Source: an optimization exercise on an open RTL-to-GDS flow (aim: small area and a short achievable clock period). Production flows keep margins and buffers that such runs may drop. Function was checked by simulation only, so behaviour that the tests miss may differ from the original.

$ cat flow/design.v
`timescale 1ns / 1ps
module mul_calc #
(
    parameter ENRGY_DATA_WIDTH = 40,
    parameter AXI_DATA_WIDTH = 32
)
(
    input                       aclk,
    input                       aresetn,
    input wire signed [31:0]    Thresh,
    input wire signed [31:0]    Ratio,
    input wire [24:0]           num_fft_pts,
    input [ENRGY_DATA_WIDTH-1 : 0]  energy,
    input                           e_ready,
    output [AXI_DATA_WIDTH-1:0]     m_axis_a_tdata,
    input                           m_axis_a_tready,
    output reg                      m_axis_a_tvalid,
    output reg [AXI_DATA_WIDTH-1:0] m_axis_b_tdata,
    input                           m_axis_b_tready,
    output reg                      m_axis_b_tvalid
);
localparam K = 16;
function [2:0] qds;
    input [2:0] di;
    input [6:0] y;
    reg signed [6:0] m_n1, m_0, m_1, m_2;
    reg signed [6:0] ys;
    begin
        case (di)
            3'd0: begin m_n1 = -13; m_0 = -4; m_1 = 4; m_2 = 12; end
            3'd1: begin m_n1 = -15; m_0 = -6; m_1 = 4; m_2 = 14; end
            3'd2: begin m_n1 = -16; m_0 = -6; m_1 = 4; m_2 = 15; end
            3'd3: begin m_n1 = -18; m_0 = -6; m_1 = 4; m_2 = 16; end
            3'd4: begin m_n1 = -20; m_0 = -6; m_1 = 6; m_2 = 18; end
            3'd5: begin m_n1 = -20; m_0 = -6; m_1 = 6; m_2 = 20; end
            3'd6: begin m_n1 = -22; m_0 = -6; m_1 = 8; m_2 = 20; end
            default: begin m_n1 = -24; m_0 = -8; m_1 = 8; m_2 = 24; end
        endcase
        ys = y;
        if (ys >= m_2)       qds = 3'b110;
        else if (ys >= m_1)  qds = 3'b101;
        else if (ys >= m_0)  qds = 3'b000;
        else if (ys >= m_n1) qds = 3'b001;
        else                 qds = 3'b010;
    end
endfunction
function [68:0] srt_stage;    
    input [32:0] ps;
    input [32:0] pc;
    input [1:0]  xb;
    input [30:0] dl;
    reg [32:0] vs, vc, m, a, cy;
    reg [2:0] q;
    begin
        vs = {ps[30:0], xb};
        vc = {pc[30:0], 2'b00};
        q = qds(dl[30:28], ps[32:26] + pc[32:26]);
        m = ({33{q[0]}} & {2'b01, dl}) | ({33{q[1]}} & {1'b1, dl, 1'b0});
        a = m ^ {33{q[2]}};
        cy = (vs & vc) | (vs & a) | (vc & a);
        srt_stage = {q, vs ^ vc ^ a, cy[31:0], q[2]};
    end
endfunction
reg        state;           
reg [11:0] counter;
reg        done;
reg [ENRGY_DATA_WIDTH-1:0] data_reg;
reg [51:0] data_sum;
wire [51:0] sum_all = data_sum + data_reg;
wire [11:0] counter_inc = counter + 12'd1;
wire last = (counter_inc == num_fft_pts[11:0]);
wire [52:0] dsub = {1'b0, sum_all} - {21'd0, Thresh};
wire [63:0] dvd = {{12{dsub[52]}}, dsub[51:0]};
wire [31:0] r0 = Ratio;
wire z16 = ~|r0[31:16];
wire [31:0] r1 = z16 ? {r0[15:0], 16'd0} : r0;
wire z8 = ~|r1[31:24];
wire [31:0] r2 = z8 ? {r1[23:0], 8'd0} : r1;
wire z4 = ~|r2[31:28];
wire [31:0] r3 = z4 ? {r2[27:0], 4'd0} : r2;
wire z2 = ~|r3[31:30];
wire [31:0] r4 = z2 ? {r3[29:0], 2'd0} : r3;
wire z1 = ~r4[31];
wire [31:0] rn = z1 ? {r4[30:0], 1'd0} : r4;
wire [95:0] x0 = {32'd0, dvd};
wire [95:0] x1 = z16 ? {x0[79:0], 16'd0} : x0;
wire [95:0] x2 = z8  ? {x1[87:0], 8'd0}  : x1;
wire [95:0] x3 = z4  ? {x2[91:0], 4'd0}  : x2;
wire [95:0] x4 = z2  ? {x3[93:0], 2'd0}  : x3;
wire [95:0] xn = z1  ? {x4[94:0], 1'd0}  : x4;
wire [32:0] fps [33:K];
wire [32:0] fpc [33:K];
wire [2:0]  fq  [32:K];
assign fps[33] = {3'd0, xn[95:66]};
assign fpc[33] = 33'd0;
genvar gi;
generate
    for (gi = 32; gi >= K; gi = gi - 1) begin : front
        assign {fq[gi], fps[gi], fpc[gi]} =
            srt_stage(fps[gi+1], fpc[gi+1], xn[2*gi+1:2*gi], rn[30:0]);
    end
endgenerate
reg [31:0] fqp, fqn;
integer fi;
always @* begin
    fqp = 32'd0;
    fqn = 32'd0;
    for (fi = K; fi < 16; fi = fi + 1) begin
        if (fq[fi][2]) fqp[2*fi +: 2] = fq[fi][1:0];
        else           fqn[2*fi +: 2] = fq[fi][1:0];
    end
end
reg [32:0] ps_r, pc_r;
reg [30:0] dl_r;
reg [2*K-1:0] xl_r;
reg [31:0] t_r;
reg [31:0] qp_r, qn_r;
always @(posedge aclk or negedge aresetn) begin
    if (!aresetn) begin
        state <= 1'b0;
        done <= 1'b0;
        counter <= 12'd0;
        data_sum <= 52'd0;
        data_reg <= {ENRGY_DATA_WIDTH{1'b0}};
        m_axis_b_tdata <= {AXI_DATA_WIDTH{1'b0}};
        ps_r <= 33'd0;
        pc_r <= 33'd0;
        dl_r <= 31'd0;
        xl_r <= {2*K{1'b0}};
        t_r <= 32'd0;
        qp_r <= 32'd0;
        qn_r <= 32'd0;
    end else begin
        if (!state) begin
            done <= 1'b0;
            if (e_ready) begin
                state <= 1'b1;
                data_reg <= energy;
            end
        end else begin
            state <= 1'b0;
            if (last) begin
                counter <= 12'd0;
                data_sum <= 52'd0;
                done <= 1'b1;
                m_axis_b_tdata <= sum_all[31:0];
                ps_r <= fps[K];
                pc_r <= fpc[K];
                dl_r <= rn[30:0];
                xl_r <= xn[2*K-1:0];
                t_r <= Thresh;
                qp_r <= fqp;
                qn_r <= fqn;
            end else begin
                data_sum <= sum_all;
                counter <= counter_inc;
            end
        end
    end
end
wire [32:0] bps [K:0];
wire [32:0] bpc [K:0];
wire [2:0]  bq  [K-1:0];
assign bps[K] = ps_r;
assign bpc[K] = pc_r;
generate
    for (gi = K-1; gi >= 0; gi = gi - 1) begin : back
        assign {bq[gi], bps[gi], bpc[gi]} =
            srt_stage(bps[gi+1], bpc[gi+1], xl_r[2*gi+1:2*gi], dl_r);
    end
endgenerate
reg [31:0] qp, qn;
integer bi;
always @* begin
    qp = qp_r;
    qn = qn_r;
    for (bi = 0; bi < K; bi = bi + 1) begin
        if (bq[bi][2]) qp[2*bi +: 2] = bq[bi][1:0];
        else           qn[2*bi +: 2] = bq[bi][1:0];
    end
end
wire [32:0] rem = bps[0] + bpc[0];
wire rneg = rem[32];
wire [31:0] nqn = ~qn;
wire [31:0] cs_s = qp ^ nqn ^ t_r;
wire [31:0] cs_c = (qp & nqn) | (qp & t_r) | (nqn & t_r);
assign m_axis_a_tdata = cs_s + {cs_c[30:0], ~rneg};
reg state_wait;
always @(posedge aclk or negedge aresetn) begin
    if (!aresetn) begin
        state_wait <= 1'b0;
        m_axis_a_tvalid <= 1'b0;
        m_axis_b_tvalid <= 1'b0;
    end else begin
        if (!state_wait) begin
            m_axis_a_tvalid <= 1'b0;
            m_axis_b_tvalid <= 1'b0;
            if (done) begin
                if (m_axis_a_tready & m_axis_b_tready) begin
                    m_axis_a_tvalid <= 1'b1;
                    m_axis_b_tvalid <= 1'b1;
                end else begin
                    state_wait <= 1'b1;
                end
            end
        end else begin
            if (m_axis_a_tready & m_axis_b_tready) begin
                m_axis_a_tvalid <= 1'b1;
                m_axis_b_tvalid <= 1'b1;
                state_wait <= 1'b0;
            end
        end
    end
end
endmodule
$ cat flow/config.mk
export PLATFORM = sky130hd
export DESIGN_NAME = mul_calc
export DESIGN_NICKNAME = mul_calc
export VERILOG_FILES = /design/flow/design.v
export SDC_FILE = /design/flow/constraint.sdc
export NUM_CORES = 4
export LEC_CHECK = 0
export CAP_MARGIN = 20
export CORE_MARGIN = 2
export CORE_UTILIZATION = 40
export SLEW_MARGIN = 20
$ cat flow/constraint.sdc
create_clock -name core_clock -period 450.0 [get_ports {aclk}]
set_input_delay 90.0000 -clock core_clock [delete_from_list [all_inputs] [get_ports {aclk}]]
set_output_delay 90.0000 -clock core_clock [all_outputs]
set_load 0.01 [all_outputs]
$ cat flow/run.sh
#!/bin/bash
# synth_recipe.tcl (not shown) runs the flow's synth.tcl, then flattens the netlist and writes it again
# the make line also repeats each setting of config.mk as NAME=value (left out here)
make -C /OpenROAD-flow-scripts/flow DESIGN_CONFIG=/design/flow/config.mk WORK_HOME=/design/flow/orfs CLKGATE_MAP_FILE= SYNTH_SCRIPT=/design/flow/synth_recipe.tcl finish
==> results.cfg, run 1 <==
[status]
outcome = complete, no violations

[critical_path]
cp_slowest_stage_delay_ps = 950
cp_slowest_cell = nor2b_1
required_ps = 360000
timing_worst_setup_path_type = flop to output pin
worstSetupEndpointType = output pin
crit_family = adder cells
path_max_fanout = 32
worst_ep_arrival_time_ps = 80450
crit_path_start_kind = flop
path_buf_inv = 60
crit_path_frequent_cell = inv_1

[clock_network]
clock_path_buffers = 3
clock-sinks = 301
clockRootBuffer = clkbuf_16
clkTransAtPathRegs_ps = 60
worstSkewPairLatency_ps = 590
numCtsBuffers = 36
h-tree-depth = 2
holdBufCountCts = 0
cts_tree = yes
post_cts_resized = 0
cts_setup_buffers = 0

[final_layout]
layout_common_cells = 1214 x xnor2_1, 1089 x inv_1, 995 x fa_1, 936 x ha_1, 568 x nand2_1
nNetsFinal = 11800
fin_area_um2 = 92300
layout-area-overhead-vs-synth_pct = 7.04
finalNonFillerCells = 12600
drive_gt1_share_pct = 6.37
layout_commonest_cell = xnor2_1
largest_reg_flops = 52

[detailed_routing]
drc = 0
dr.pass1.iters = 8
wl_per_cell_um = 22.9
viasPerCell = 5.81
drt-initial-drc-count = 5724
ant_nets = 0
finalWirelength_um = 288000
vias = 73100

[die]
dieArea_um2 = 219000
die_w_um = 468
io_pins = 200
initial_core_util_pct = 40.2
fp.coreArea_um2 = 214000
row_count = 170
die_y_um = 468

[global_route]
grt.met2_usage_pct = 43.0
use_met3_pct = 4.77
overflow = 0
busiest_layer = met2
grtUsageTotal_pct = 25.9
grt_first_pass_wirelength_um = 448000
grt_max_degree = 187
grt_pass1_vias = 75100
antenna_found_initial = 7
grt_use_met1_pct = 33.7

[synth]
netlist_instances = 9981
synth_edf_count = 0
syn_avg_cell_area_um2 = 8.64
synth_top_area_share_pct = 23.1
synth_seq_area_share_pct = 8.73
synth_cell_types = 111
syn_area_um2 = 86300
synth_area_leaders = fa_1 23%, ha_1 14%, xnor2_1 12%
yosysTopAreaCell = fa_1
synth_warnings = 1
synthesis.nets = 12000
ys_ff_latch = 301
async_flop_share_pct = 100
synth_ff_type = dfrtp_1

[placed_design]
numPortBuffers = 186
gp_congestion = 0.954
placed_area_um2 = 91100
placed_cells = 12500
hpwl_um = 221000

[timing]
setup-tns-final_ps = 0
skew_ps = 55.9
slew_violations = 0
tightest_slew_ps = 1150
max_slew_margin_pct = 23.3
min_period_ps = 170450
rsz0062_at_grt = false
final-hold-violation-count = 0
post-route-period-util_pct = 37.9
finalSetupViolations = 0
timing.fmax_mhz = 5.87

[min_path]
hp-class = flop to flop

[job]
maxCapViolations = 0
==> per-layer routing <==
layer  part of all wire, %  wire, µm
met1                    42    122000
met2                    46    134000
met3                   7.4     21300
met4                   3.7     10800
met5                0.0049        14
==> stage by stage <==
stage	setup slack [ps]	hold WS (ps)	utilization, %
floorplan	293710	450	-
global placement	282100	464	42.5
detailed placement	280320	473	42.5
CTS	279640	488	43.1
global route	274060	502	43.1
finish	279550	487	43.1
==> final timing paths <==
path,endpoint,cells after the start,startpoint,slack (ps)
setup / recovery,m_axis_a_tdata[30],294,dl_r[30],279550
max in group asynchronous,dl_r[19],4,aresetn,357240
hold reg to reg,data_sum[39],1,data_sum[39],490
min in group asynchronous,done,1,aresetn,89520
setup reg to reg,ps_r[16],289,data_reg[0],371520
hold / removal,data_sum[39],1,data_sum[39],490
==> cell type report <==
class	instances	area, µm²
clock buffers	46	998
inverters	1108	4160
flip-flops and latches	301	7540
repair buffers	387	3410
fillers	21200	122000
multi-input cells	7874	72400
clock inverters	17	235
diodes	3	7.51
well taps	2838	3550
==> cells in the mapped netlist (29+ instances only) <==
| library cell | count |
|---|---|
| xnor2_1 | 1216 |
| inv_1 | 1089 |
| fa_1 | 995 |
| ha_1 | 936 |
| nand2_1 | 572 |
| a21oi_1 | 558 |
| clkbuf_1 | 511 |
| a22oi_1 | 497 |
| o21ai_0 | 472 |
| o22ai_1 | 463 |
| nor2_1 | 398 |
| dfrtp_1 | 301 |
| a21o_1 | 207 |
| xor2_1 | 187 |
| mux2_2 | 141 |
| nor2b_1 | 125 |
| nand2b_1 | 123 |
| mux2i_1 | 119 |
| buf_1 | 104 |
| o21bai_1 | 90 |
| nand3_1 | 82 |
| nor3_1 | 56 |
| nand4_1 | 51 |
| a211oi_1 | 37 |
| buf_2 | 35 |
| o21a_1 | 35 |
| o31ai_1 | 34 |
| and2_1 | 31 |
| o22ai_2 | 29 |
==> cell families (layout without fill, tap and decap cells) <==
| group | count (synthesis) | count (layout) | synth area share (%) |
|---|---|---|---|
| simple gates | 1583 | 1583 | 8.73 |
| flops | 301 | 301 | 8.73 |
| compound gates | 2690 | 2690 | 20.2 |
| mux | 262 | 262 | 3.26 |
| buf+inv | 1806 | 1558 | 8.08 |
| xor+xnor | 1407 | 1407 | 14.3 |
| fa+ha+maj | 1931 | 1931 | 36.7 |
| other cells | 1 | 4 | 0.00435 |
==> run 2, diff against run 1 <==
--- a/flow/design.v
+++ b/flow/design.v
@@ -64,12 +64,21 @@
 reg        state;           
 reg [11:0] counter;
 reg        done;
-reg [ENRGY_DATA_WIDTH-1:0] data_reg;
-reg [51:0] data_sum;
-wire [51:0] sum_all = data_sum + data_reg;
+reg [51:0] data_sum;        
+wire [52:0] acc_c;
+wire [51:0] acc_b = {12'd0, energy};
+assign acc_c[0] = 1'b0;
+genvar gi;
+generate
+    for (gi = 0; gi < 52; gi = gi + 1) begin : acc
+        assign acc_c[gi+1] = (data_sum[gi] & acc_b[gi]) | (data_sum[gi] & acc_c[gi]) |
+                             (acc_b[gi] & acc_c[gi]);
+    end
+endgenerate
+wire [51:0] sum_in = data_sum ^ acc_b ^ acc_c[51:0];
 wire [11:0] counter_inc = counter + 12'd1;
 wire last = (counter_inc == num_fft_pts[11:0]);
-wire [52:0] dsub = {1'b0, sum_all} - {21'd0, Thresh};
+wire [52:0] dsub = {1'b0, data_sum} - {21'd0, Thresh};
 wire [63:0] dvd = {{12{dsub[52]}}, dsub[51:0]};
 wire [31:0] r0 = Ratio;
 wire z16 = ~|r0[31:16];
@@ -93,7 +102,6 @@
 wire [2:0]  fq  [32:K];
 assign fps[33] = {3'd0, xn[95:66]};
 assign fpc[33] = 33'd0;
-genvar gi;
 generate
     for (gi = 32; gi >= K; gi = gi - 1) begin : front
         assign {fq[gi], fps[gi], fpc[gi]} =
@@ -121,7 +129,6 @@
         done <= 1'b0;
         counter <= 12'd0;
         data_sum <= 52'd0;
-        data_reg <= {ENRGY_DATA_WIDTH{1'b0}};
         m_axis_b_tdata <= {AXI_DATA_WIDTH{1'b0}};
         ps_r <= 33'd0;
         pc_r <= 33'd0;
@@ -135,7 +142,7 @@
             done <= 1'b0;
             if (e_ready) begin
                 state <= 1'b1;
-                data_reg <= energy;
+                data_sum <= sum_in;
             end
         end else begin
             state <= 1'b0;
@@ -143,7 +150,7 @@
                 counter <= 12'd0;
                 data_sum <= 52'd0;
                 done <= 1'b1;
-                m_axis_b_tdata <= sum_all[31:0];
+                m_axis_b_tdata <= data_sum[31:0];
                 ps_r <= fps[K];
                 pc_r <= fpc[K];
                 dl_r <= rn[30:0];
@@ -152,7 +159,6 @@
                 qp_r <= fqp;
                 qn_r <= fqn;
             end else begin
-                data_sum <= sum_all;
                 counter <= counter_inc;
             end
         end
==> run 2 against run 1 <==
Net effect: flip-flop and latch count fell by 40; synthesized cell count fell by 4.6%; critical path depth fell by 6; die area fell by 4.6%; sequential share of layout area fell by 0.79 points; cell area fell by 4.0%; final cell count fell by 4.4%; via count fell by 3.6%; critical endpoint is now m_axis_a_tdata[31].
==> results.cfg, run 2 <==
[clock_network]
h-tree-depth = 2
cts_tree = yes
clockRootBuffer = clkbuf_16
clkTransAtPathRegs_ps = 60
numCtsBuffers = 35
holdBufCountCts = 0
post_cts_resized = 0
worstSkewPairLatency_ps = 590
clock-sinks = 261
clock_path_buffers = 3
cts_setup_buffers = 0

[timing]
max_slew_margin_pct = 25.5
rsz0062_at_grt = false
slew_violations = 0
tightest_slew_ps = 1110
final-hold-violation-count = 0
post-route-period-util_pct = 37.6
setup-tns-final_ps = 0
timing.fmax_mhz = 5.91
finalSetupViolations = 0
min_period_ps = 169310
skew_ps = 46.1

[synth]
yosysTopAreaCell = fa_1
syn_area_um2 = 82300
synthesis.nets = 11600
synth_edf_count = 0
synth_area_leaders = fa_1 25%, ha_1 14%, xnor2_1 13%
netlist_instances = 9523
synth_top_area_share_pct = 25.1
synthTopCellsByCount = 1179 x xnor2_1, 1160 x inv_1, 1033 x fa_1
syn_avg_cell_area_um2 = 8.64
async_flop_share_pct = 100
synth_seq_area_share_pct = 7.94
synth_warnings = 1
ys_ff_latch = 261
post-synth-top-count-cell = xnor2_1
synth_cell_types = 99
synth_ff_type = dfrtp_1

[min_path]
min-delay-start = m_axis_b_tdata[11]
min_to = m_axis_b_tdata[11]
hold_depth = 2
hp-class = flop to flop

[die]
initial_core_util_pct = 40.2
die_w_um = 458
dieArea_um2 = 209000
io_pins = 200
row_count = 166
fp.coreArea_um2 = 205000
die_y_um = 458

[final_layout]
drive_gt1_share_pct = 5.36
largest_register = data_sum
finalNonFillerCells = 12000
nNetsFinal = 11400
layout_commonest_cell = xnor2_1
layout_common_cells = 1178 x xnor2_1, 1160 x inv_1, 1033 x fa_1, 908 x ha_1, 524 x nand2_1
layout-area-overhead-vs-synth_pct = 7.70
largest_reg_flops = 52

[critical_path]
timing_worst_setup_path_type = flop to output pin
crit_path_frequent_cell = inv_1
worst_ep_arrival_time_ps = 79310
path_max_fanout = 41
cp_slowest_cell = inv_2
r2r-end = ps_r[5]
r2r_cells = 271
r2r_slack_ps = 376430
crit_path_start_kind = flop
worstSetupEndpointType = output pin
cp_slowest_stage_delay_ps = 860
r2r_start = data_sum[0]
required_ps = 360000

[status]
outcome = complete, no violations

[global_route]
grt_first_pass_wirelength_um = 439000
antenna_found_initial = 21
grtUsageTotal_pct = 26.7
grt_max_degree = 159
grt_pass1_vias = 72500
overflow = 0

[job]
maxCapViolations = 0

[detailed_routing]
dr.pass1.iters = 6
finalWirelength_um = 284000
drt-initial-drc-count = 5745
wl_per_cell_um = 23.6
ant_nets = 0
vias = 70500
viasPerCell = 5.86
drc = 0

[placed_design]
placed_cells = 12000
hpwl_um = 218000
numPortBuffers = 186
gp_congestion = 0.976
run 2: cell types whose count changed after synthesis, moves of 28 or more:
cell	previous run	this run
xnor2_1	1216	1179
mux2_2	141	78
ha_1	936	908
nand4_1	51	9
inv_1	1089	1160
dfrtp_1	301	261
o22ai_2	29	0
fa_1	995	1033
nand2_1	572	526
nor3_1	56	27
nor2_1	398	341
a21oi_1	558	522
run 2: cells by family after synthesis:
group,Yosys count,synth area share (%)
mux,196,2.55
xor+xnor,1351,14.4
compound gates,2564,19.9
other cells,1,0.00456
fa+ha+maj,1941,38.9
simple gates,1381,7.89
flops,261,7.94
buf+inv,1828,8.41
run 2: per-layer routing:
| metal | wire, µm | up-vias | track usage [%] |
|---|---|---|---|
| met1 | 118000 | 35500 | 34.6 |
| met3 | 17400 | 605 | 2.72 |
| met5 | 166 | - | 0.390 |
| met4 | 15700 | 10 | 12.8 |
| met2 | 133000 | 2531 | 44.4 |
| li1 | - | 31800 | - |
run 2: stage by stage:
stage,hold slack [ps],setup slack (ps),util (%),area (µm²)
6_report,480,280690,43.3,88600
5_1_grt,503,275410,43.3,88600
4_1_cts,484,280810,43.3,88600
3_5_place_dp,472,281490,42.7,87400
3_3_place_gp,466,282700,42.7,87300
2_1_floorplan,450,294680,-,82300
run 2: worst max path at each step:
stage | startpoint | to | slack (ps) | cells after the start
after floorplan | dl_r[29] | m_axis_a_tdata[30] | 294680 | 315
after global placement | dl_r[29] | m_axis_a_tdata[31] | 282700 | 282
after detailed placement | dl_r[29] | m_axis_a_tdata[31] | 281490 | 286
after CTS | dl_r[29] | m_axis_a_tdata[31] | 280810 | 286
after global routing | dl_r[29] | m_axis_a_tdata[31] | 275410 | 287
final | dl_r[29] | m_axis_a_tdata[31] | 280690 | 288
run 2: critical path: cells and delay by family, from the launching register on:
| family | cells | cell delay, ps |
|---|---|---|
| DFF | 1 | 320 |
| and+or+nand+nor | 42 | 8750 |
| adders and majority gates | 64 | 24080 |
| buffers and inverters | 59 | 15800 |
| AOI/OAI and AO/OA | 91 | 20150 |
| xor gates and xnor gates | 32 | 9300 |
run 2: area by class of cell:
type | instances | area, µm²
fill | 20100 | 116000
multi-input combinational | 7434 | 69600
sequential | 261 | 6540
inverter | 1177 | 4420
timing repair buffer | 395 | 3470
tap | 2688 | 3360
clock buffer | 47 | 951
clock inverter | 14 | 272
antenna | 6 | 15.0
==> run 3, diff against run 2 <==
--- a/flow/config.mk
+++ b/flow/config.mk
@@ -5,6 +5,7 @@
 export SDC_FILE = /design/flow/constraint.sdc
 export NUM_CORES = 4
 export LEC_CHECK = 0
+export ABC_AREA = 1
 export CAP_MARGIN = 20
 export CORE_MARGIN = 2
 export CORE_UTILIZATION = 40
==> run 3 against run 2 <==
Net effect: global-route usage down 2.1 points; routed wire length down 6.9%; largest cell class unchanged; first-iteration DRC count down 6.8%; critical path depth up 28; via count up 3.4%; setup slack better by 5600 ps; synthesized area up 1.2%; cell area up 0.75%.
==> results.cfg, run 3 <==
[timing]
finalSetupViolations = 0
max_slew_margin_pct = 12.9
tightest_slew_ps = 1300
final-hold-violation-count = 0
skew_ps = 23.1
rsz0062_at_grt = false
post-route-period-util_pct = 36.4
timing.fmax_mhz = 6.11
min_period_ps = 163660
setup-tns-final_ps = 0
slew_violations = 0
fin_ws_ps = 286340

[clock_network]
clockRootBuffer = clkbuf_16
worstSkewPairLatency_ps = 610
clock-sinks = 261
clkTransAtPathRegs_ps = 60
numCtsBuffers = 34
cts_tree = yes
clock_path_buffers = 3
holdBufCountCts = 0
post_cts_resized = 0
cts_setup_buffers = 0
h-tree-depth = 2

[critical_path]
crit_family = adder cells
timing_worst_setup_path_type = flop to output pin
required_ps = 360000
r2r_cells = 264
crit_path_start_kind = flop
worstSetupEndpointType = output pin
crit_cells = 316
crit_path_frequent_cell = inv_1
path_buf_inv = 72
worst_ep_arrival_time_ps = 73660
cp_slowest_stage_delay_ps = 800
cp_slowest_cell = inv_1
path_max_fanout = 34

[die]
initial_core_util_pct = 40.2
io_pins = 200
row_count = 167
dieArea_um2 = 212000
die_y_um = 460
fp.coreArea_um2 = 207000
die_w_um = 460

[global_route]
antenna_found_initial = 8
overflow = 0
grt_pass1_vias = 73400
grt_first_pass_wirelength_um = 419000
grt_max_degree = 109
grtUsageTotal_pct = 24.6

[final_layout]
largest_register = data_sum
fillCellCount = 20900
nNetsFinal = 12500
largest_reg_flops = 52
drive_gt1_share_pct = 4.53
layout_common_cells = 1664 x inv_1, 1448 x nand2_1, 1180 x xor2_1, 1033 x fa_1, 977 x o22ai_1
layout-area-overhead-vs-synth_pct = 7.21
layout_commonest_cell = inv_1

[detailed_routing]
viasPerCell = 5.52
drc = 0
drt-initial-drc-count = 5354
ant_nets = 0
dr.pass1.iters = 6
vias = 72900
wl_per_cell_um = 20.0
finalWirelength_um = 264000

[synth]
syn_area_um2 = 83300
synthTopCellsByCount = 1669 x inv_1, 1454 x nand2_1, 1180 x xor2_1
post-synth-top-count-cell = inv_1
synth-adder-area-share_pct = 38.5
synth_ff_type = dfrtp_1
synth_compound_area_share_pct = 16.5
yosysTopAreaCell = fa_1
synthSimpleGateAreaFrac_pct = 12.1
synth_seq_area_share_pct = 7.84
synth_cell_types = 68
synthesis.nets = 12600
synth_xor_area_share_pct = 13.9
synth_top_area_share_pct = 24.8
syn_avg_cell_area_um2 = 7.89
netlist_instances = 10600
synth_warnings = 1
synth_mux_area_share_pct = 0.505
synth_edf_count = 0
synth_area_leaders = fa_1 25%, ha_1 14%, xor2_1 12%
async_flop_share_pct = 100
ys_ff_latch = 261
synth_top_family_by_area = adder cells

[placed_design]
hpwl_um = 215000
pre_cts_ws_ps = 287660
gp_congestion = 0.909
numPortBuffers = 186

[min_path]
hp-class = flop to flop
hold_depth = 2

[job]
maxCapViolations = 0

[status]
outcome = complete, no violations
[run 3: final timing paths]
path / start / to / slack (ps)
setup / recovery: dl_r[30] / m_axis_a_tdata[30] / 286340
hold / removal: pc_r[31] / pc_r[31] / 480
setup reg to reg: data_sum[0] / ps_r[10] / 378330
hold reg to reg: pc_r[31] / pc_r[31] / 480
max in group asynchronous: aresetn / ps_r[27] / 358270
min in group asynchronous: aresetn / t_r[1] / 89440
[run 3: kinds of logic (layout without fill, tap and decap cells)]
logic type | count (synthesis) | after routing
fa+ha+maj | 1941 | 1941
mux | 42 | 42
simple gates | 2369 | 2369
other cells | 1 | 19
flops | 261 | 261
compound gates | 2283 | 2283
xor+xnor | 1324 | 1324
buf+inv | 2333 | 2178
[run 3: through the flow]
| step | hold WS [ps] | cell area [µm²] | util (%) | std cells |
|---|---|---|---|---|
| 2_1_floorplan | 446 | 83300 | - | 10600 |
| 3_3_place_gp | 463 | 88000 | 42.5 | 13100 |
| 3_5_place_dp | 468 | 88100 | 42.5 | 13100 |
| 4_1_cts | 482 | 89200 | 43.1 | 13200 |
| 5_1_grt | 502 | 89300 | 43.1 | 13200 |
| 6_report | 478 | 89300 | 43.1 | 13200 |
[run 3: routing by layer]
metal  routed length, µm  up-vias  share of wire, %  GRT usage [%]
met5                 103        -             0.039              0
met4               14000        8               5.3           12.0
met3               12900      404               4.9           2.25
met2              127000     2094                48           41.8
met1              110000    36100                42           31.3
li1                    -    34300                 -              -
[run 3: cell type report]
cell class              count  area (µm²)  area share [%]
well taps                2788        3490            3.91
inverters                1720        6460            7.23
diodes                     18        45.0          0.0504
clock buffers              43         976            1.09
clock inverters            16         189           0.212
multi-input cells        7960       68100            76.3
flip-flops and latches    261        6530            7.32
repair buffers            399        3480            3.90
[run 3: tightest hold or removal path: stages (launching register included)]
cell	delay (ps)
dfrtp_1	350
nand2_1	60
nand2_1	40
==> run 4, diff against run 3 <==
==> flow/flow/run.sh (new file) <==
#!/bin/bash
set -euo pipefail
bash standard.sh SETUP_SLACK_MARGIN=292 finish > standard_flow.log 2>&1
==> flow/standard.sh (new file) <==
#!/bin/bash
# synth_recipe.tcl (not shown) runs the flow's synth.tcl, then flattens the netlist and writes it again
# the make line also repeats each setting of config.mk as NAME=value (left out here)
make -C /OpenROAD-flow-scripts/flow DESIGN_CONFIG=/design/flow/config.mk WORK_HOME=/design/flow/orfs CLKGATE_MAP_FILE= SYNTH_SCRIPT=/design/flow/synth_recipe.tcl "${@:-finish}"
removed: flow/run.sh
==> run 4 against run 3 <==
Net effect: flip-flop and latch count unchanged; utilization up 1.0 points; still clean on timing, DRC and antenna; setup slack better by 9400 ps; synthesized cell count unchanged; final cell count up 0.52%; critical path depth up 24; non-clock buffer count up 55; hold slack worse by 1.9 ps; cell area up 2.3%.
==> results.cfg, run 4 <==
[critical_path]
worstSetupEndpointType = output pin
crit_path_frequent_cell = inv_1
worst_ep_arrival_time_ps = 64270
cp_slowest_cell = fa_1
r2r_slack_ps = 386100
path_max_fanout = 34
required_ps = 360000
r2r_start = data_sum[0]
timing_worst_setup_path_type = flop to output pin
r2r_cells = 312
r2r-end = ps_r[16]
crit_path_start_kind = flop
cp_slowest_stage_delay_ps = 620

[job]
maxCapViolations = 0

[synth]
synthesis.nets = 12600
synth_edf_count = 0
async_flop_share_pct = 100
yosysTopAreaCell = fa_1
netlist_instances = 10600
post-synth-top-count-cell = inv_1
synth_top_area_share_pct = 24.8
synth_ff_type = dfrtp_1
synth_warnings = 1
synth_cell_types = 68
syn_area_um2 = 83300
syn_avg_cell_area_um2 = 7.89
synth_seq_area_share_pct = 7.84
synth_area_leaders = fa_1 25%, ha_1 14%, xor2_1 12%
ys_ff_latch = 261
synthTopCellsByCount = 1669 x inv_1, 1454 x nand2_1, 1180 x xor2_1

[min_path]
min-delay-start = pc_r[31]
min_to = pc_r[31]
hp-class = flop to flop
hold_depth = 2

[placed_design]
gp_congestion = 0.909
hpwl_um = 215000
pre_cts_ws_ps = 287660
numPortBuffers = 186

[timing]
final-hold-violation-count = 0
post-route-period-util_pct = 34.3
timing.fmax_mhz = 6.48
slew_violations = 0
rsz0062_at_grt = false
finalSetupViolations = 0
tightest_slew_ps = 1340
setup-tns-final_ps = 0
skew_ps = 25.5
min_period_ps = 154270
max_slew_margin_pct = 9.80
fin_ws_ps = 295730

[clock_network]
numCtsBuffers = 34
clock_path_buffers = 3
h-tree-depth = 2
clkTransAtPathRegs_ps = 60
clock-sinks = 261
worstSkewPairLatency_ps = 610
clockRootBuffer = clkbuf_16
holdBufCountCts = 0
cts_tree = yes

[final_layout]
layout_common_cells = 1653 x inv_1, 1424 x nand2_1, 1144 x xor2_1, 1028 x fa_1, 977 x o22ai_1
layout-area-overhead-vs-synth_pct = 9.72
drive_gt1_share_pct = 6.44
fillCellCount = 20700
seq_area_um2 = 6530
nNetsFinal = 12500
layout_commonest_cell = inv_1
largest_register = data_sum
multiInputGateArea_um2 = 69200
largest_reg_flops = 52

[global_route]
overflow = 0
grtUsageTotal_pct = 24.8
grt_first_pass_wirelength_um = 422000
grt_pass1_vias = 73600
antenna_found_initial = 8
grt_max_degree = 109

[detailed_routing]
vias = 73600
drc = 0
wl_per_cell_um = 20.4
dr.pass1.iters = 5
viasPerCell = 5.55
ant_nets = 0
finalWirelength_um = 271000
drt-initial-drc-count = 5535

[die]
row_count = 167
dieArea_um2 = 212000
io_pins = 200
initial_core_util_pct = 40.2
die_y_um = 460
fp.coreArea_um2 = 207000
die_w_um = 460

[status]
outcome = complete, no violations
run 4: cell counts after synthesis:
Identical to the previous run, type by type.
run 4: cells by family (layout without fill, tap and decap cells):
family                   after synthesis  in the layout  synth area share (%)
AND/OR/NAND/NOR                     2369           2373                  12.1
buffers and inverters               2333           2241                  10.7
AO/OA/AOI/OAI                       2283           2284                  16.5
adder cells (fa/ha/maj)             1941           1941                  38.5
XOR/XNOR                            1324           1324                  13.9
flip-flops                           261            261                  7.84
multiplexers                          42             42                 0.505
other                                  1             20               0.00450
run 4: per-stage QoR:
| stage | hold WS (ps) | util, % | cells | area, µm² |
|---|---|---|---|---|
| finish | 476 | 44.1 | 13300 | 91400 |
| global route | 502 | 44.1 | 13300 | 91400 |
| CTS | 482 | 43.3 | 13200 | 89700 |
| detailed placement | 468 | 42.5 | 13100 | 88100 |
| global placement | 463 | 42.5 | 13100 | 88000 |
| floorplan | 446 | - | 10600 | 83300 |
run 4: critical path, delay by kind of cell, from the launching register on:
family          cells  cell delay [ps]
simple gates       71             8820
flops               1              470
compound gates     84            13840
fa+ha+maj          56            21360
xor+xnor           32             6980
buf+inv            97            11760
run 4: worst max-delay path by stage:
stage,slack [ps],from,to
finish,295730,dl_r[30],m_axis_a_tdata[31]
global route,291640,dl_r[30],m_axis_a_tdata[31]
CTS,292020,Ratio[19],ps_r[15]
detailed placement,287660,Ratio[22],ps_r[10]
global placement,288560,Ratio[22],ps_r[14]
floorplan,298160,dl_r[30],m_axis_a_tdata[31]
run 4: layout make-up:
class / instances / share of cell area [%]
well taps: 2788 / 3.82
multi-input cells: 7965 / 75.7
repair buffers: 454 / 4.77
inverters: 1720 / 7.21
clock buffers: 43 / 1.07
clock inverters: 16 / 0.207
repair inverters: 8 / 0.0438
diodes: 19 / 0.0520
flip-flops and latches: 261 / 7.15
run 4: timing repair:
item                                    CTS  global route
pin swaps                                 1            32
cloned                                    9             8
gates resized for setup                  84           249
endpoints found under the setup margin   98            98
buffers inserted                         15            35
run 4: layer usage:
| metal | share of wire, % | global-route usage (%) | up-vias | wire, µm |
|---|---|---|---|---|
| met5 | 0.034 | 0 | - | 92 |
| met4 | 5.3 | 12.3 | 6 | 14400 |
| met3 | 4.9 | 2.26 | 432 | 13300 |
| met2 | 48 | 42.1 | 2150 | 131000 |
| met1 | 41 | 31.6 | 36600 | 112000 |
| li1 | - | - | 34500 | - |
==> run 5, diff against run 4 <==
--- a/flow/config.mk
+++ b/flow/config.mk
@@ -5,7 +5,6 @@
 export SDC_FILE = /design/flow/constraint.sdc
 export NUM_CORES = 4
 export LEC_CHECK = 0
-export ABC_AREA = 1
 export CAP_MARGIN = 20
 export CORE_MARGIN = 2
 export CORE_UTILIZATION = 40
==> run 5 against run 4 <==
Net effect: highest routed layer unchanged; via count decreased by 2.8%; first-iteration DRC count increased by 6.5%; non-clock buffer count increased by 69; critical path type is now input port to flop; fmax decreased by 0.58%; still clean; final cell count decreased by 8.4%; synthesized cell count decreased by 9.8%; hold slack improved by 4.7 ps; setup slack got worse by 900 ps; utilization increased by 1.1 points; global-route usage increased by 2.0 points; clock-buffer cell count increased by 4; clock skew increased by 19 ps.
==> results.cfg, run 5 <==
[timing]
min_period_ps = 155170
final-hold-violation-count = 0
max_slew_margin_pct = 22.5
skew_ps = 44.8
post-route-period-util_pct = 34.5
rsz0062_at_grt = false
finalSetupViolations = 0
timing.fmax_mhz = 6.44
setup-tns-final_ps = 0
fin_hold_ws_ps = 481
tightest_slew_ps = 1150
slew_violations = 0
fin_ws_ps = 294830

[placed_design]
pre_cts_ws_ps = 281490
gp_congestion = 0.976
hpwl_um = 218000
numPortBuffers = 186
placed_cells = 12000

[critical_path]
crit_path_start_kind = input port
crit_path_frequent_cell = inv_1
path_max_fanout = 33
worst_ep_arrival_time_ps = 155620
worstSetupEndpointType = flop
worstSetupStartpoint = Ratio[17]
timing_worst_setup_path_type = input port to flop
required_ps = 450450
r2r_cells = 278
r2r_start = data_sum[0]
crit_family = adder cells
path_buf_inv = 56
cp_slowest_cell = or4_4
cp_slowest_stage_delay_ps = 640
crit_cells = 274

[synth]
synth_area_leaders = fa_1 25%, ha_1 14%, xnor2_1 13%
syn_avg_cell_area_um2 = 8.64
synth_edf_count = 0
synth_ff_type = dfrtp_1
yosysTopAreaCell = fa_1
synth_warnings = 1
post-synth-top-count-cell = xnor2_1
synthTopCellsByCount = 1179 x xnor2_1, 1160 x inv_1, 1033 x fa_1
synth_top_area_share_pct = 25.1
async_flop_share_pct = 100
ys_ff_latch = 261
syn_area_um2 = 82300
synth_cell_types = 99
netlist_instances = 9523
synthesis.nets = 11600
synth_seq_area_share_pct = 7.94

[min_path]
min-delay-start = m_axis_b_tdata[13]
hold_depth = 2
hp-class = flop to flop

[final_layout]
largest_register = data_sum
layout_commonest_cell = inv_1
layout_common_cells = 1157 x inv_1, 1140 x xnor2_1, 1012 x fa_1, 908 x ha_1, 500 x nand2_1
nNetsFinal = 11500
layout-area-overhead-vs-synth_pct = 12.5
post-route-util_pct = 45.2
largest_reg_flops = 52
finalNonFillerCells = 12200
drive_gt1_share_pct = 9.38

[clock_network]
clockRootBuffer = clkbuf_16
worstSkewPairLatency_ps = 580
numCtsBuffers = 35
cts_tree = yes
h-tree-depth = 2
holdBufCountCts = 0
clkTransAtPathRegs_ps = 60
clock_path_buffers = 3
clock-sinks = 261

[detailed_routing]
finalWirelength_um = 293000
wl_per_cell_um = 24.1
vias = 71500
dr.pass1.iters = 7
drc = 0
viasPerCell = 5.89
ant_nets = 0
drt-initial-drc-count = 5896

[die]
die_y_um = 458
die_w_um = 458
initial_core_util_pct = 40.2
row_count = 166
fp.coreArea_um2 = 205000
dieArea_um2 = 209000
io_pins = 200

[global_route]
overflow = 0
grt_first_pass_wirelength_um = 442000
antenna_found_initial = 23
grt_pass1_vias = 72900
grt_max_degree = 159
grtUsageTotal_pct = 26.9

[job]
maxCapViolations = 0

[status]
outcome = complete, no violations
## run 5: changes by cell type in the layout (fill, tap and decap cells not counted), moves of 121 or more
cell / change
xnor2_1: +1009
xor2_1: -1001
nand2_1: -924
o22ai_1: -502
a22oi_1: +498
inv_1: -496
a21o_1: +181
nand3_1: -178
nand2b_1: +130
nor2b_1: +129
a21oi_1: +124
o21ai_0: -121
## run 5: what timing repair did
| action | CTS | global route |
|---|---|---|
| buffers inserted | 14 | 94 |
| pin swaps | 10 | 79 |
| resized for setup | 224 | 364 |
| endpoints found under the setup margin | 98 | 93 |
| gates cloned | 4 | 20 |
## run 5: kinds of logic (layout without fill, tap and decap cells)
| group | Yosys count | count (layout) | synth area share [%] |
|---|---|---|---|
| DFF | 261 | 261 | 7.94 |
| AOI/OAI and AO/OA | 2564 | 2565 | 19.9 |
| and+or+nand+nor | 1381 | 1382 | 7.89 |
| xor gates and xnor gates | 1351 | 1351 | 14.4 |
| adders and majority gates | 1941 | 1941 | 38.9 |
| muxes | 196 | 196 | 2.55 |
| buffers and inverters | 1828 | 1763 | 8.41 |
| other | 1 | 8 | 0.00456 |
## run 5: final cells by class
class	count	area, µm²
Multi-Input combinational cell	7436	71400
Antenna cell	7	17.5
Tap cell	2688	3360
Inverter	1177	4540
Clock inverter	14	272
Timing Repair inverter	2	17.5
Fill cell	19700	112000
Timing Repair Buffer	523	5510
Sequential cell	261	6540
Clock buffer	47	951
## run 5: stage by stage
step,instance area (µm²)
3_5_place_dp,87400
3_3_place_gp,87300
6_report,92600
4_1_cts,89800
2_1_floorplan,82300
5_1_grt,92600
## run 5: per-layer routing
metal	global-route usage, %	share of wire [%]	wire, µm	vias up
li1	-	-	-	32100
met1	34.6	41	119000	36100
met2	44.7	47	137000	2654
met3	2.97	6.6	19300	670
met4	13.1	5.9	17200	12
met5	0.390	0.063	184	-
## run 5: worst paths after layout
path / endpoint / slack, ps
max in group asynchronous: dl_r[5] / 358950
worst max-delay path: ps_r[5] / 294830
min in group asynchronous: t_r[31] / 89460
worst min register to register: m_axis_b_tdata[13] / 480
worst min-delay path: m_axis_b_tdata[13] / 480
worst max register to register: ps_r[5] / 384660
## run 5: worst reg2reg max path: cells and delay by family (launching register included)
family	cells	cell delay, ps
adders and majority gates	65	26790
buffers and inverters	57	7670
xor gates and xnor gates	25	4760
AOI/OAI and AO/OA	87	16650
DFF	1	390
and+or+nand+nor	39	7830
muxes	5	1170
==> run 6, diff against run 5 <==
==> flow/flow/run.sh (replaced) <==
#!/bin/bash
set -euo pipefail
bash standard.sh SETUP_SLACK_MARGIN=288 finish > standard_flow.log 2>&1
--- a/flow/config.mk
+++ b/flow/config.mk
@@ -5,6 +5,7 @@
 export SDC_FILE = /design/flow/constraint.sdc
 export NUM_CORES = 4
 export LEC_CHECK = 0
+export ABC_AREA = 1
 export CAP_MARGIN = 20
 export CORE_MARGIN = 2
 export CORE_UTILIZATION = 40
==> run 6 against run 5 <==
Net effect: utilization is 1.8 points lower; setup slack worse by 2300 ps; non-clock buffer count fell by 98; cell area fell by 2.7%; critical path depth grew 56; hold slack got worse by 2.9 ps; largest cell class unchanged; die area rose by 1.2%; global-route usage is 2.2 points lower; highest routed layer unchanged; sequential share of layout area rose by 0.19 points; synthesized cell count rose by 11%.
==> results.cfg, run 6 <==
[timing]
finalSetupViolations = 0
final-hold-violation-count = 0
rsz0062_at_grt = false
setup-tns-final_ps = 0
post-route-period-util_pct = 35.0
skew_ps = 24.8
tightest_slew_ps = 1300
slew_violations = 0
min_period_ps = 157460
timing.fmax_mhz = 6.35
max_slew_margin_pct = 12.7

[synth]
syn_area_um2 = 83300
synth_cell_types = 68
ys_ff_latch = 261
syn_avg_cell_area_um2 = 7.89
synth_warnings = 1
netlist_instances = 10600
async_flop_share_pct = 100
synthesis.nets = 12600
yosysTopAreaCell = fa_1
synth_top_area_share_pct = 24.8
synthTopCellsByCount = 1669 x inv_1, 1454 x nand2_1, 1180 x xor2_1
synth_seq_area_share_pct = 7.84
post-synth-top-count-cell = inv_1
synth_edf_count = 0
synth_ff_type = dfrtp_1
synth_area_leaders = fa_1 25%, ha_1 14%, xor2_1 12%

[critical_path]
crit_path_start_kind = flop
required_ps = 360000
path_max_fanout = 34
crit_path_frequent_cell = inv_1
cp_slowest_cell = fa_1
worstSetupEndpointType = output pin
timing_worst_setup_path_type = flop to output pin
worst_ep_arrival_time_ps = 67460
cp_slowest_stage_delay_ps = 600

[detailed_routing]
wl_met3_um = 13900
viasPerCell = 5.53
vias = 73200
drt-initial-drc-count = 5363
wl_per_cell_um = 20.2
dr.pass1.iters = 7
finalWirelength_um = 267000
drc = 0
met2_length_um = 128000
ant_nets = 0
met1Wirelength_um = 110000
top_layer_used = met5

[global_route]
overflow = 0
antenna_found_initial = 8
grt_first_pass_wirelength_um = 419000
grtUsageTotal_pct = 24.6
grt_max_degree = 109
grt_pass1_vias = 73400

[clock_network]
worstSkewPairLatency_ps = 610
holdBufCountCts = 0
numCtsBuffers = 34
cts_tree = yes
clockRootBuffer = clkbuf_16
clock-sinks = 261
h-tree-depth = 2
clkTransAtPathRegs_ps = 60
clock_path_buffers = 3

[status]
outcome = complete, no violations

[final_layout]
largest_register = data_sum
layout_commonest_cell = inv_1
layout-area-overhead-vs-synth_pct = 8.12
drive_gt1_share_pct = 5.43
layout_common_cells = 1654 x inv_1, 1428 x nand2_1, 1171 x xor2_1, 1033 x fa_1, 977 x o22ai_1
multiInputGateArea_um2 = 68400
nNetsFinal = 12500
seq_area_um2 = 6530
largest_reg_flops = 52
fillCellCount = 20800
finalNonFillerCells = 13200

[job]
maxCapViolations = 0

[placed_design]
hpwl_um = 215000
numPortBuffers = 186
gp_congestion = 0.909
placed_cells = 13100

[die]
dieArea_um2 = 212000
fp.coreArea_um2 = 207000
die_w_um = 460
io_pins = 200
die_y_um = 460
row_count = 167
initial_core_util_pct = 40.2

[min_path]
hp-class = flop to flop
==> run 6: layout make-up <==
class	count	share of cell area (%)
Timing Repair inverter	8	0.0445
Clock inverter	16	0.210
Multi-Input combinational cell	7962	76.0
Clock buffer	43	1.08
Tap cell	2788	3.87
Timing Repair Buffer	425	4.21
Sequential cell	261	7.25
Inverter	1720	7.25
Antenna cell	18	0.0500
==> run 6: cell families (layout without fill, tap and decap cells) <==
kind of cell | count (synthesis) | in the layout | synth area share, %
and+or+nand+nor | 2369 | 2370 | 12.1
xor gates and xnor gates | 1324 | 1324 | 13.9
buffers and inverters | 2333 | 2212 | 10.7
other | 1 | 19 | 0.00450
adders and majority gates | 1941 | 1941 | 38.5
AOI/OAI and AO/OA | 2283 | 2284 | 16.5
DFF | 261 | 261 | 7.84
muxes | 42 | 42 | 0.505
==> run 6: path summary, 6_finish.rpt <==
check / startpoint / slack [ps] / endpoint / cells after the start
min: pc_r[31] / 480 / pc_r[31] / 2
max: dl_r[30] / 292540 / m_axis_a_tdata[31] / 330
max in group asynchronous: aresetn / 358280 / ps_r[27] / 3
min in group asynchronous: aresetn / 89440 / t_r[1] / 1
min reg2reg: pc_r[31] / 480 / pc_r[31] / 2
max reg2reg: data_sum[0] / 382930 / ps_r[27] / 283
==> run 6: layer usage <==
metal,track usage [%],vias up
met5,0,-
met4,12.2,6
met3,2.24,428
met2,41.7,2069
met1,31.4,36300
li1,-,34400
==> run 6: worst max-delay path, delay by kind of cell (launching register included) <==
kind                       cells  cell delay [ps]
AOI/OAI and AO/OA             78            14690
xor gates and xnor gates      33             7670
adders and majority gates     61            22400
buffers and inverters         91            13080
DFF                            1              470
and+or+nand+nor               67             8080
==> run 6: repair_timing <==
| action | CTS | global route |
|---|---|---|
| gates cloned | 1 | 9 |
| setup endpoints to repair | 17 | 98 |
| resized for setup | 10 | 119 |
| hold endpoints to repair | 0 | 0 |
| setup buffers | 1 | 24 |
| pin swaps | 0 | 3 |
==> run 6: through the flow <==
step | setup WS, ps | area [µm²] | utilization (%) | hold slack [ps]
after floorplan | 298160 | 83300 | - | 446
after global placement | 288560 | 88000 | 42.5 | 463
after detailed placement | 287660 | 88100 | 42.5 | 468
after CTS | 288060 | 89300 | 43.1 | 482
after global routing | 287910 | 90000 | 43.5 | 502
final | 292540 | 90000 | 43.5 | 478
==> run 7, diff against run 6 <==
==> flow/flow/run.sh (replaced) <==
#!/bin/bash
set -euo pipefail
bash standard.sh SETUP_SLACK_MARGIN=294 finish > standard_flow.log 2>&1
==> run 7 against run 6 <==
Net effect: fmax up 3.3%; clock skew is 1.7 ps higher; final cell count up 0.66%; critical path depth is 5 higher; first-iteration DRC count grew 4.4%; cell area grew 3.0%; via count up 1.2%.
==> results.cfg, run 7 <==
[detailed_routing]
vias = 74100
drc = 0
drt-initial-drc-count = 5599
viasPerCell = 5.56
finalWirelength_um = 275000
dr.pass1.iters = 6
wl_per_cell_um = 20.6
ant_nets = 0

[clock_network]
clock_path_buffers = 3
clkTransAtPathRegs_ps = 60
h-tree-depth = 2
holdBufCountCts = 0
cts_tree = yes
numCtsBuffers = 34
worstSkewPairLatency_ps = 610
clockRootBuffer = clkbuf_16
clock-sinks = 261

[die]
initial_core_util_pct = 40.2
row_count = 167
io_pins = 200
die_y_um = 460
dieArea_um2 = 212000
die_w_um = 460
fp.coreArea_um2 = 207000

[critical_path]
worst_ep_arrival_time_ps = 62490
crit_family = adder cells
worstSetupEndpointType = output pin
required_ps = 360000
path_buf_inv = 91
crit_path_frequent_cell = inv_1
cp_slowest_cell = fa_2
crit_path_start_kind = flop
cp_slowest_stage_delay_ps = 620
path_max_fanout = 34
r2r_cells = 317
crit_cells = 335
timing_worst_setup_path_type = flop to output pin

[global_route]
grtUsageTotal_pct = 24.9
grt_pass1_vias = 73700
grt_first_pass_wirelength_um = 424000
overflow = 0
grt_max_degree = 109
antenna_found_initial = 9

[synth]
synth_cell_types = 68
synthesis.nets = 12600
syn_area_um2 = 83300
ys_ff_latch = 261
synth_top_area_share_pct = 24.8
netlist_instances = 10600
synth_seq_area_share_pct = 7.84
async_flop_share_pct = 100
synthTopCellsByCount = 1669 x inv_1, 1454 x nand2_1, 1180 x xor2_1
synth_edf_count = 0
synth_warnings = 1
synth_area_leaders = fa_1 25%, ha_1 14%, xor2_1 12%
yosysTopAreaCell = fa_1
post-synth-top-count-cell = inv_1
synth_ff_type = dfrtp_1
syn_avg_cell_area_um2 = 7.89

[min_path]
hold_depth = 2
hp-class = flop to flop

[final_layout]
layout_common_cells = 1649 x inv_1, 1420 x nand2_1, 1138 x xor2_1, 1022 x fa_1, 973 x o22ai_1
seq_area_um2 = 6530
nNetsFinal = 12600
multiInputGateArea_um2 = 69600
drive_gt1_share_pct = 7.39
layout-area-overhead-vs-synth_pct = 11.4
largest_register = data_sum
layout_commonest_cell = inv_1
fillCellCount = 20500
largest_reg_flops = 52

[timing]
timing.fmax_mhz = 6.56
skew_ps = 26.6
rsz0062_at_grt = false
tightest_slew_ps = 1310
max_slew_margin_pct = 12.2
post-route-period-util_pct = 33.9
setup-tns-final_ps = 0
min_period_ps = 152490
slew_violations = 0
final-hold-violation-count = 0
fin_ws_ps = 297510
finalSetupViolations = 0

[status]
outcome = complete, no violations

[job]
maxCapViolations = 0

[placed_design]
numPortBuffers = 186
hpwl_um = 215000
pre_cts_ws_ps = 287660
gp_congestion = 0.909
[run 7: kinds of logic (layout without fill, tap and decap cells)]
family,after synthesis,count (layout),share of synthesized area [%]
XOR/XNOR,1324,1324,13.9
flip-flops,261,261,7.84
AND/OR/NAND/NOR,2369,2374,12.1
multiplexers,42,42,0.505
AO/OA/AOI/OAI,2283,2284,16.5
buffers and inverters,2333,2294,10.7
other,1,21,0.00450
adder cells (fa/ha/maj),1941,1941,38.5
[run 7: repair_timing]
action / 4_1_cts / 5_1_grt
pin swaps: 10 / 61
buffers inserted: 24 / 69
endpoints found under the setup margin: 98 / 98
cloned: 10 / 18
resized for setup: 159 / 325
[run 7: worst paths after layout]
path / startpoint / endpoint / slack [ps]
worst max-delay path: dl_r[30] / m_axis_a_tdata[31] / 297510
worst min-delay path: pc_r[31] / pc_r[31] / 480
worst max register to register: data_sum[0] / ps_r[15] / 387710
worst min register to register: pc_r[31] / pc_r[31] / 480
max in group asynchronous: aresetn / dl_r[30] / 358230
min in group asynchronous: aresetn / t_r[1] / 89440
[run 7: layout make-up]
cell class	instances	area share [%]
Clock buffer	43	1.05
Sequential cell	261	7.04
Inverter	1720	7.12
Multi-Input combinational cell	7966	75.1
Timing Repair inverter	8	0.0432
Timing Repair Buffer	507	5.67
Antenna cell	20	0.0540
Tap cell	2788	3.76
Clock inverter	16	0.204
[run 7: worst min-delay path: cells and delay by family (launching register included)]
| family | cells | cell delay, ps |
|---|---|---|
| DFF | 1 | 350 |
| and+or+nand+nor | 2 | 90 |
[run 7: metrics by stage]
stage	util (%)	cells	cell area, µm²	hold WS [ps]
floorplan	-	10600	83300	446
global placement	42.5	13100	88000	463
detailed placement	42.5	13100	88100	468
CTS	43.6	13200	90200	482
global route	44.8	13300	92800	502
finish	44.8	13300	92800	476
[run 7: per-layer routing]
metal  share of wire, %  vias up  global-route usage [%]
met1                 41    36700                    31.8
met4                5.8        4                    12.2
met5              0.012        -                       0
met3                5.0      480                    2.27
met2                 48     2304                    42.3
li1                   -    34600                       -
==> run 8, diff against run 7 <==
==> flow/flow/run.sh (replaced) <==
#!/bin/bash
set -euo pipefail
bash standard.sh SETUP_SLACK_MARGIN=292 SKIP_PIN_SWAP=1 SKIP_GATE_CLONING=1 finish > standard_flow.log 2>&1
==> run 8 against run 7 <==
Net effect: non-clock buffer count is 39 lower; fmax is 1.1% lower; clock-buffer cell count stayed put; hold slack worse by 1.1 ps; highest routed layer unchanged; final cell count is 0.43% lower; still clean.
==> results.cfg, run 8 <==
[synth]
async_flop_share_pct = 100
synth_area_leaders = fa_1 25%, ha_1 14%, xor2_1 12%
synth_warnings = 1
netlist_instances = 10600
synth_edf_count = 0
synth_seq_area_share_pct = 7.84
syn_avg_cell_area_um2 = 7.89
ys_ff_latch = 261
synth_top_area_share_pct = 24.8
post-synth-top-count-cell = inv_1
yosysTopAreaCell = fa_1
synthesis.nets = 12600
syn_area_um2 = 83300
synth_cell_types = 68
synth_ff_type = dfrtp_1
synthTopCellsByCount = 1669 x inv_1, 1454 x nand2_1, 1180 x xor2_1

[detailed_routing]
drc = 0
dr.pass1.iters = 8
viasPerCell = 5.53
vias = 73400
finalWirelength_um = 268000
wl_per_cell_um = 20.2
drt-initial-drc-count = 5369
ant_nets = 0

[placed_design]
numPortBuffers = 186
placed_area_um2 = 88100
gp_congestion = 0.909
hpwl_um = 215000

[timing]
tightest_slew_ps = 1330
timing.fmax_mhz = 6.49
finalSetupViolations = 0
rsz0062_at_grt = true
post-route-period-util_pct = 34.3
setup-tns-final_ps = 0
final-hold-violation-count = 0
max_slew_margin_pct = 10.9
skew_ps = 25.4
slew_violations = 0
min_period_ps = 154150

[status]
outcome = complete, no violations

[critical_path]
timing_worst_setup_path_type = flop to output pin
worstSetupEndpointType = output pin
worst_ep_arrival_time_ps = 64150
crit_path_frequent_cell = inv_1
required_ps = 360000
cp_slowest_stage_delay_ps = 600
cp_slowest_cell = fa_1
crit_path_start_kind = flop
path_max_fanout = 34

[global_route]
overflow = 0
grt_pass1_vias = 73500
antenna_found_initial = 7
grt_first_pass_wirelength_um = 421000
grt_max_degree = 109
grtUsageTotal_pct = 24.8

[die]
row_count = 167
die_y_um = 460
fp.coreArea_um2 = 207000
dieArea_um2 = 212000
die_w_um = 460
io_pins = 200
initial_core_util_pct = 40.2

[job]
maxCapViolations = 0

[final_layout]
drive_gt1_share_pct = 6.26
multiInputGateArea_um2 = 68900
largest_register = data_sum
layout-area-overhead-vs-synth_pct = 9.48
largest_reg_flops = 52
fin_area_um2 = 91200
layout_common_cells = 1654 x inv_1, 1430 x nand2_1, 1145 x xor2_1, 1031 x fa_1, 977 x o22ai_1
nNetsFinal = 12500
layout_commonest_cell = inv_1
fillCellCount = 20700
seq_area_um2 = 6530

[clock_network]
clkTransAtPathRegs_ps = 60
clockRootBuffer = clkbuf_16
cts_tree = yes
h-tree-depth = 2
clock-sinks = 261
clock_path_buffers = 3
worstSkewPairLatency_ps = 610
numCtsBuffers = 34

[min_path]
hp-class = flop to flop
==> run 8: logic make-up after synthesis <==
logic type | Yosys count | share of synthesized area [%]
buffers and inverters | 2333 | 10.7
AO/OA/AOI/OAI | 2283 | 16.5
AND/OR/NAND/NOR | 2369 | 12.1
multiplexers | 42 | 0.505
XOR/XNOR | 1324 | 13.9
adder cells (fa/ha/maj) | 1941 | 38.5
other | 1 | 0.00450
flip-flops | 261 | 7.84
==> run 8: metal layers <==
layer	track usage, %	vias to the layer above	part of all wire (%)
li1	-	34500	-
met1	31.6	36400	41
met2	42.0	2011	48
met3	2.19	463	4.7
met4	12.3	8	5.6
met5	0	-	0.040
==> run 8: worst paths after layout <==
kind                             startpoint  slack (ps)  cells past startpoint                 end
worst max-delay path               dl_r[30]      295850                    331  m_axis_a_tdata[31]
worst min-delay path               pc_r[31]         480                      2            pc_r[31]
worst max register to register  data_sum[0]      386370                    313            ps_r[15]
worst min register to register     pc_r[31]         480                      2            pc_r[31]
max in group asynchronous           aresetn      358230                      3            dl_r[30]
min in group asynchronous           aresetn       89440                      1              t_r[1]
==> run 8: critical path, delay by kind of cell, from the launching register on <==
kind	cells	cell delay (ps)
fa+ha+maj	59	21760
buf+inv	92	11780
xor+xnor	33	7240
compound gates	75	13230
simple gates	72	8610
flops	1	460
==> run 8: repair_timing <==
| action | in CTS | in global routing |
|---|---|---|
| setup endpoints to repair | 98 | 98 |
| buffers inserted | 17 | 51 |
| resized for setup | 75 | 214 |
| pin swaps | 0 | 0 |
| hold buffers | 0 | 0 |
==> run 8: layout make-up <==
class                   instances  area share (%)
multi-input cells            7960            75.5
diodes                         16          0.0439
inverters                    1720            7.21
clock inverters                16           0.207
well taps                    2788            3.83
repair buffers                468            4.95
clock buffers                  43            1.07
flip-flops and latches        261            7.16
==> run 8: per-stage QoR <==
step / std cells / worst slack, ps / utilization (%) / hold slack, ps
global placement: 13100 / 288560 / 42.5 / 463
detailed placement: 13100 / 287660 / 42.5 / 468
floorplan: 10600 / 298160 / - / 446
CTS: 13200 / 292020 / 43.3 / 482
finish: 13300 / 295850 / 44.0 / 475
global route: 13300 / 291590 / 44.0 / 502

-- static timing again, ports no longer ideal --
In the flow no input, the clock included, has a driving cell. The finished layouts below were timed again as built, in two steps.
Step 1 (the two cells are an assumption about what drives the block):
set clk [get_ports {aclk}]
set_driving_cell -lib_cell sky130_fd_sc_hd__clkbuf_16 $clk
set_driving_cell -lib_cell sky130_fd_sc_hd__buf_2 [delete_from_list [all_inputs] $clk]
Step 2, shift: input delay + t, output delay - t, t = (earliest + latest rising clock arrival at the registers) / 2. This alone moves slack from input paths to output paths.
a / b / c = no drivers / after step 1 / after step 2; a / b = the first two.
run	t (ns)	setup slack, ns	latest minus earliest clock arrival (ns)	cell pins on the clock port's net
run 1	0.620	279.554 / 279.494 / 280.114	0.056 / 0.056	1
run 2	0.619	280.694 / 280.639 / 281.258	0.051 / 0.051	1
run 3	0.676	286.344 / 286.267 / 286.894	0.026 / 0.025	1
run 4	0.674	295.731 / 295.654 / 295.844	0.025 / 0.026	1
run 5	0.621	294.829 / 294.805 / 294.184	0.051 / 0.052	1
run 6	0.676	292.537 / 292.460 / 291.967	0.027 / 0.027	1
run 7	0.676	297.510 / 297.433 / 297.486	0.027 / 0.027	1
run 8	0.675	295.846 / 295.770 / 296.098	0.026 / 0.026	1
After both steps every run listed still meets setup and hold. The setup slack of run 5, which loses most, moves by -0.024 ns with the drivers and by -0.645 ns with both steps.
